From an optimization exercise on the open Yosys and OpenROAD flow, aimed at small area; shortcuts taken in it are not production practice. The RTL was checked by simulation tests, not by an equivalence proof against the original design. Power figures rest on the tool's default switching activity, not on a simulated workload.

==> run A: inputs <==
==> flow/design.v <==
`timescale 1ns / 1ps
module main
    (
        input clk,
        input rst_n,
        input BTNU,
        output LED16_B,
        output [15:0] led,
        output [7:0] AN,
        output [7:0] SEG
    );
    reg       s0, s1;
    reg [5:0] deb;           
    reg       press;
    wire deb_end  = &deb;
    wire rise     = s0 & ~s1;
    wire [5:0] deb_step = {deb[4:0], deb[5] ^ deb[4]};
    always @(posedge clk) begin
        if (!rst_n) begin
            s0 <= 0; s1 <= 0; deb <= 0; press <= 0;
        end else begin
            s0 <= BTNU;
            s1 <= s0;
            press <= deb_end & s0;
            if (rise)         deb <= 6'b001111;
            else if (deb_end) deb <= 0;
            else              deb <= deb_step;
        end
    end
    reg [15:0] count;
    always @(posedge clk) begin
        if (!rst_n)     count <= 0;
        else if (press) count <= count + 1'b1;
    end
    reg [7:0]  conv;         
    reg        dirty;        
    reg [2:0]  since;        
    reg [2:0]  delta;        
    reg        wrap;         
    reg [15:0] disp;         
    wire idle     = ~|conv;
    wire capture  = idle & dirty;
    wire done     = &conv;
    wire [7:0] conv_step = {conv[6:0], conv[7] ^ conv[5] ^ conv[4] ^ conv[3]};
    wire [2:0] since_p = since + press;
    always @(posedge clk) begin
        if (!rst_n) begin
            conv  <= 0;
            dirty <= 1;
            since <= 0;
        end else begin
            dirty <= press | (dirty & ~capture);
            if (capture) begin
                conv  <= 8'b00011111;
                since <= 0;
            end else begin
                conv  <= done ? 8'd0 : conv_step;
                since <= since_p;
            end
        end
    end
    always @(posedge clk) begin
        if (capture) begin
            delta <= since_p;
            wrap  <= (count < since) | (press & &count);
        end
    end
    wire [4:0] s_0   = disp[3:0] + delta;
    wire       c_0   = s_0 >= 10;
    wire [3:0] n_0   = c_0 ? s_0 - 4'd10 : s_0[3:0];
    wire       c_1   = c_0 & (disp[7:4] == 9);
    wire [3:0] n_1   = c_0 ? (c_1 ? 4'd0 : disp[7:4] + 1'b1) : disp[7:4];
    wire       c_2   = c_1 & (disp[11:8] == 9);
    wire [3:0] n_2   = c_1 ? (c_2 ? 4'd0 : disp[11:8] + 1'b1) : disp[11:8];
    wire       c_3   = c_2 & (disp[15:12] == 9);
    wire [3:0] n_3   = c_2 ? (c_3 ? 4'd0 : disp[15:12] + 1'b1) : disp[15:12];
    wire [3:0] w_0   = s_0[3:0] - 4'd6;
    always @(posedge clk) begin
        if (!rst_n)     disp <= 0;
        else if (done)  disp <= wrap ? {12'd0, w_0} : {n_3, n_2, n_1, n_0};
    end
    reg [4:0] scan;          
    reg       started;
    reg [3:0] digit;
    wire step = &scan[2:0];
    always @(posedge clk) begin
        if (!rst_n) begin
            scan    <= 5'd28;
            started <= 0;
            digit   <= 4'hF;
        end else begin
            scan <= scan + 1'b1;
            if (step) begin
                started <= 1;
                case (scan[4:3])
                    2'd3: digit <= disp[3:0];
                    2'd0: digit <= disp[7:4];
                    2'd1: digit <= disp[11:8];
                    2'd2: digit <= disp[15:12];
                endcase
            end
        end
    end
    reg [6:0] seg;
    always @(*) begin
        case (digit)
            0       : seg = 7'b0111111;
            1       : seg = 7'b0000110;
            2       : seg = 7'b1011011;
            3       : seg = 7'b1001111;
            4       : seg = 7'b1100110;
            5       : seg = 7'b1101101;
            6       : seg = 7'b1111101;
            7       : seg = 7'b0000111;
            8       : seg = 7'b1111111;
            9       : seg = 7'b1100111;
            default : seg = 7'b0000000;
        endcase
    end
    assign SEG     = {1'b1, ~seg};
    assign AN      = {4'hF, ~(started & scan[4:3] == 2'd3), ~(started & scan[4:3] == 2'd2),
                            ~(started & scan[4:3] == 2'd1), ~(started & scan[4:3] == 2'd0)};
    assign LED16_B = BTNU;
    assign led     = count;
endmodule
==> flow/run.sh <==
#!/bin/bash
# synth_recipe.tcl (not shown) runs the flow's synth.tcl, then flattens the netlist and writes it again
# the make line also repeats each setting of config.mk as NAME=value (left out here)
make -C /OpenROAD-flow-scripts/flow DESIGN_CONFIG=/design/flow/config.mk WORK_HOME=/design/flow/orfs CLKGATE_MAP_FILE= SYNTH_SCRIPT=/design/flow/synth_recipe.tcl finish
==> flow/config.mk <==
export PLATFORM = sky130hd
export DESIGN_NAME = main
export DESIGN_NICKNAME = main
export VERILOG_FILES = /design/flow/design.v
export SDC_FILE = /design/flow/constraint.sdc
export NUM_CORES = 4
export LEC_CHECK = 0
export CAP_MARGIN = 20
export CORE_MARGIN = 2
export CORE_UTILIZATION = 40
export SLEW_MARGIN = 20
==> flow/constraint.sdc <==
create_clock -name core_clock -period 10.0 [get_ports {clk}]
set_input_delay 2.0000 -clock core_clock [delete_from_list [all_inputs] [get_ports {clk}]]
set_output_delay 2.0000 -clock core_clock [all_outputs]
set_load 0.01 [all_outputs]
==> run Y: changes against run A <==
==> flow/design.v, changed modules only <==
module main
    (
        input clk,
        input rst_n,
        input BTNU,
        output LED16_B,
        output [15:0] led,
        output [7:0] AN,
        output [7:0] SEG
    );
    reg       s0, s1;
    reg [5:0] deb;           
    reg       press;
    wire deb_end  = &deb;
    wire rise     = s0 & ~s1;
    wire [5:0] deb_step = {deb[4:0], deb[5] ^ deb[4]};
    always @(posedge clk) begin
        if (!rst_n) begin
            s0 <= 0; s1 <= 0; deb <= 0; press <= 0;
        end else begin
            s0 <= BTNU;
            s1 <= s0;
            press <= deb_end & s0;
            if (rise)         deb <= 6'b001111;
            else if (deb_end) deb <= 0;
            else              deb <= deb_step;
        end
    end
    reg [15:0] count;
    wire [15:0] count_n = count + press;
    always @(posedge clk) begin
        if (!rst_n)     count <= 0;
        else            count <= count_n;
    end
    reg [7:0]  conv;         
    reg        dirty;        
    reg [2:0]  since;        
    reg [2:0]  delta;        
    reg        is_small;        
    reg [15:0] disp;         
    wire idle     = ~|conv;
    wire capture  = idle & dirty;
    wire done     = &conv;
    wire [7:0] conv_step = {conv[6:0], conv[7] ^ conv[5] ^ conv[4] ^ conv[3]};
    wire [2:0] since_p = since + press;
    always @(posedge clk) begin
        if (!rst_n) begin
            conv  <= 0;
            dirty <= 1;
            since <= 0;
        end else begin
            dirty <= press | (dirty & ~capture);
            if (capture) begin
                conv  <= 8'b00011111;
                since <= 0;
            end else begin
                conv  <= done ? 8'd0 : conv_step;
                since <= since_p;
            end
        end
    end
    wire count_small = ~|count_n[15:3];
    always @(posedge clk) begin
        if (capture) begin
            is_small <= count_small;
            delta <= count_small ? count_n[2:0] : since_p;
        end
    end
    wire [3:0] b_0   = is_small ? 4'd0 : disp[3:0];
    wire [3:0] s_0   = b_0 + delta;                      
    wire       c_0   = s_0[3] & (s_0[2] | s_0[1]);       
    wire [3:0] n_0   = c_0 ? {2'b00, s_0[2], s_0[0]} : s_0;
    wire       k_1   = done & c_0;                       
    wire       k_2   = k_1 & disp[4] & disp[7];          
    wire       k_3   = k_2 & disp[8] & disp[11];
    wire       k_4   = k_3 & disp[12] & disp[15];
    function [3:0] bcd_inc(input [3:0] d, input k, input kout);
        bcd_inc = {d[3] ^ ((k & d[2] & d[1] & d[0]) | kout), d[2] ^ (k & d[1] & d[0]),
                   d[1] ^ (k & d[0] & ~d[3]), d[0] ^ k};
    endfunction
    wire clr = ~rst_n | (done & is_small);
    always @(posedge clk) begin
        if (!rst_n)     disp[3:0] <= 0;
        else if (done)  disp[3:0] <= n_0;
        if (clr)        disp[15:4] <= 0;
        else            disp[15:4] <= {bcd_inc(disp[15:12], k_3, k_4), bcd_inc(disp[11:8], k_2, k_3),
                                       bcd_inc(disp[7:4], k_1, k_2)};
    end
    reg [4:0] scan;          
    reg       started;
    reg [3:0] digit;
    wire step = &scan[2:0];
    always @(posedge clk) begin
        if (!rst_n) begin
            scan    <= 5'd28;
            started <= 0;
            digit   <= 4'hF;
        end else begin
            scan <= scan + 1'b1;
            if (step) begin
                started <= 1;
                case (scan[4:3])
                    2'd3: digit <= disp[3:0];
                    2'd0: digit <= disp[7:4];
                    2'd1: digit <= disp[11:8];
                    2'd2: digit <= disp[15:12];
                endcase
            end
        end
    end
    wire d0 = digit[0], d1 = digit[1], d2 = digit[2], d3 = digit[3];
    wire [6:0] seg_off;
    assign seg_off[0] = (d2 & ~d1 & ~d0) | (d3 & d1) | (~d3 & ~d2 & ~d1 & d0);
    assign seg_off[1] = (d2 & (d1 ^ d0)) | (d3 & d1);
    assign seg_off[2] = (~d2 & d1 & ~d0) | (d3 & d1);
    assign seg_off[3] = (~d2 & ~d1 & d0) | (d2 & ~d1 & ~d0) | (d2 & d1 & d0);
    assign seg_off[4] = d0 | (d2 & ~d1);
    assign seg_off[5] = (d1 & d0) | (~d2 & d1) | (~d3 & ~d2 & d0);
    assign seg_off[6] = (d2 & d1 & d0) | (~d3 & ~d2 & ~d1);
    assign SEG     = {1'b1, seg_off};
    assign AN      = {4'hF, ~(started & scan[4:3] == 2'd3), ~(started & scan[4:3] == 2'd2),
                            ~(started & scan[4:3] == 2'd1), ~(started & scan[4:3] == 2'd0)};
    assign LED16_B = BTNU;
    assign led     = count;
endmodule
==> flow/flow/run.sh (new file) <==
#!/bin/bash
# Standard ORFS flow, with the port buffers made from the smallest buffer cell.
cp standard.sh standard.sh.txt
cp config.mk config.mk.txt
export BUFFER_PORTS_ARGS="-buffer_cell sky130_fd_sc_hd__buf_1"
bash standard.sh > standard.log 2>&1
==> flow/standard.sh (new file) <==
#!/bin/bash
# synth_recipe.tcl (not shown) runs the flow's synth.tcl, then flattens the netlist and writes it again
# the make line also repeats each setting of config.mk as NAME=value (left out here)
make -C /OpenROAD-flow-scripts/flow DESIGN_CONFIG=/design/flow/config.mk WORK_HOME=/design/flow/orfs CLKGATE_MAP_FILE= SYNTH_SCRIPT=/design/flow/synth_recipe.tcl "${@:-finish}"
removed: flow/run.sh
==> summary.txt <==
- Of run A and run Y, run A has the higher synthesized cell count (gap about 19%, measured against run Y).
- Non-clock buffer count: run Y is lower than run A (1).
- First-iteration DRC count: run Y is smaller than run A (50%).
- Final cell count: run A is larger than run Y (about 16%).
- Between run A and run Y, the lower setup slack is in run A (gap 0.78 ns).
- Between run A and run Y, the lower combinational power is in run Y (gap about 80%, measured against run Y).
- Against run Y, the clock skew of run A is higher by 0.0039 ns.
- In run A the sequential share of layout area is lower than in run Y, by 3.0 points.
- Clock power: run Y is lower than run A (9.3%).
- Between run Y and run A, the lower total power is in run Y (gap about 17%, measured against run A).
==> figures <==
metric	run Y	run A
Run status	timing/DRC/antenna clean	timing/DRC/antenna clean
Sum of met3 wire segment lengths after detailed routing	239 µm	195 µm
Sequential cell count	67	74
Multi-input logic area	1730 µm²	2000 µm²
Combinational share of power	11.9%	17.9%
Final worst slack	5.77 ns	5.00 ns
Utilization after layout	46.0%	46.9%
Detail-routed net length per standard cell	11.9 µm	13.6 µm
Switching Power	0.165 mW	0.223 mW
Final WL	5.60 mm	7.40 mm
Reg2Reg Depth	14	8
Number of rows created at floorplan	32	35
Area of the die	8860 µm²	10100 µm²
Non-clk invs	7	28
Grt met2 use	23.3%	25.2%
Sequential cell fraction of total power	51.3%	48.1%
Clock-net power	0.223 mW	0.246 mW
Highest Clock Rate	237 MHz	200 MHz
Multi-Input Combinational	246	283
Reg-to-Reg End	disp[13]$_SDFF_PP0_	disp[5]$_SDFFE_PN0P_
Number of nets in the layout	379	457

[port drivers added, routing unchanged]
Ports are ideal in the flow. The routed layouts listed here were re-timed in OpenROAD. Step 1 assumes that a clkbuf_16 drives the clock port and a buf_2 every other input. Step 2 moves the port delays by t, midway between the first and last clock arrival at a register: inputs arrive t later, outputs are due t later. That takes back most of the time a late clock gives input paths. Slacks: ideal ports / drivers / drivers and shift; pairs: ideal ports / drivers.
| run | shift t [ns] | setup slack, ns | worst hold slack (ns) | worst setup path at the end | cell pins on the clock port's net |
|---|---|---|---|---|---|
| run A | 0.376 | 4.996 / 4.971 / 4.971 | 0.463 / 0.463 / 0.463 | input to output | 1 |
| run Y | 0.361 | 5.772 / 5.751 / 5.751 | 0.450 / 0.450 / 0.450 | input to output | 1 |
After both steps every run listed still meets setup and hold. The setup slack of run A, which loses most, moves by -0.025 ns with the drivers and by -0.025 ns with both steps.
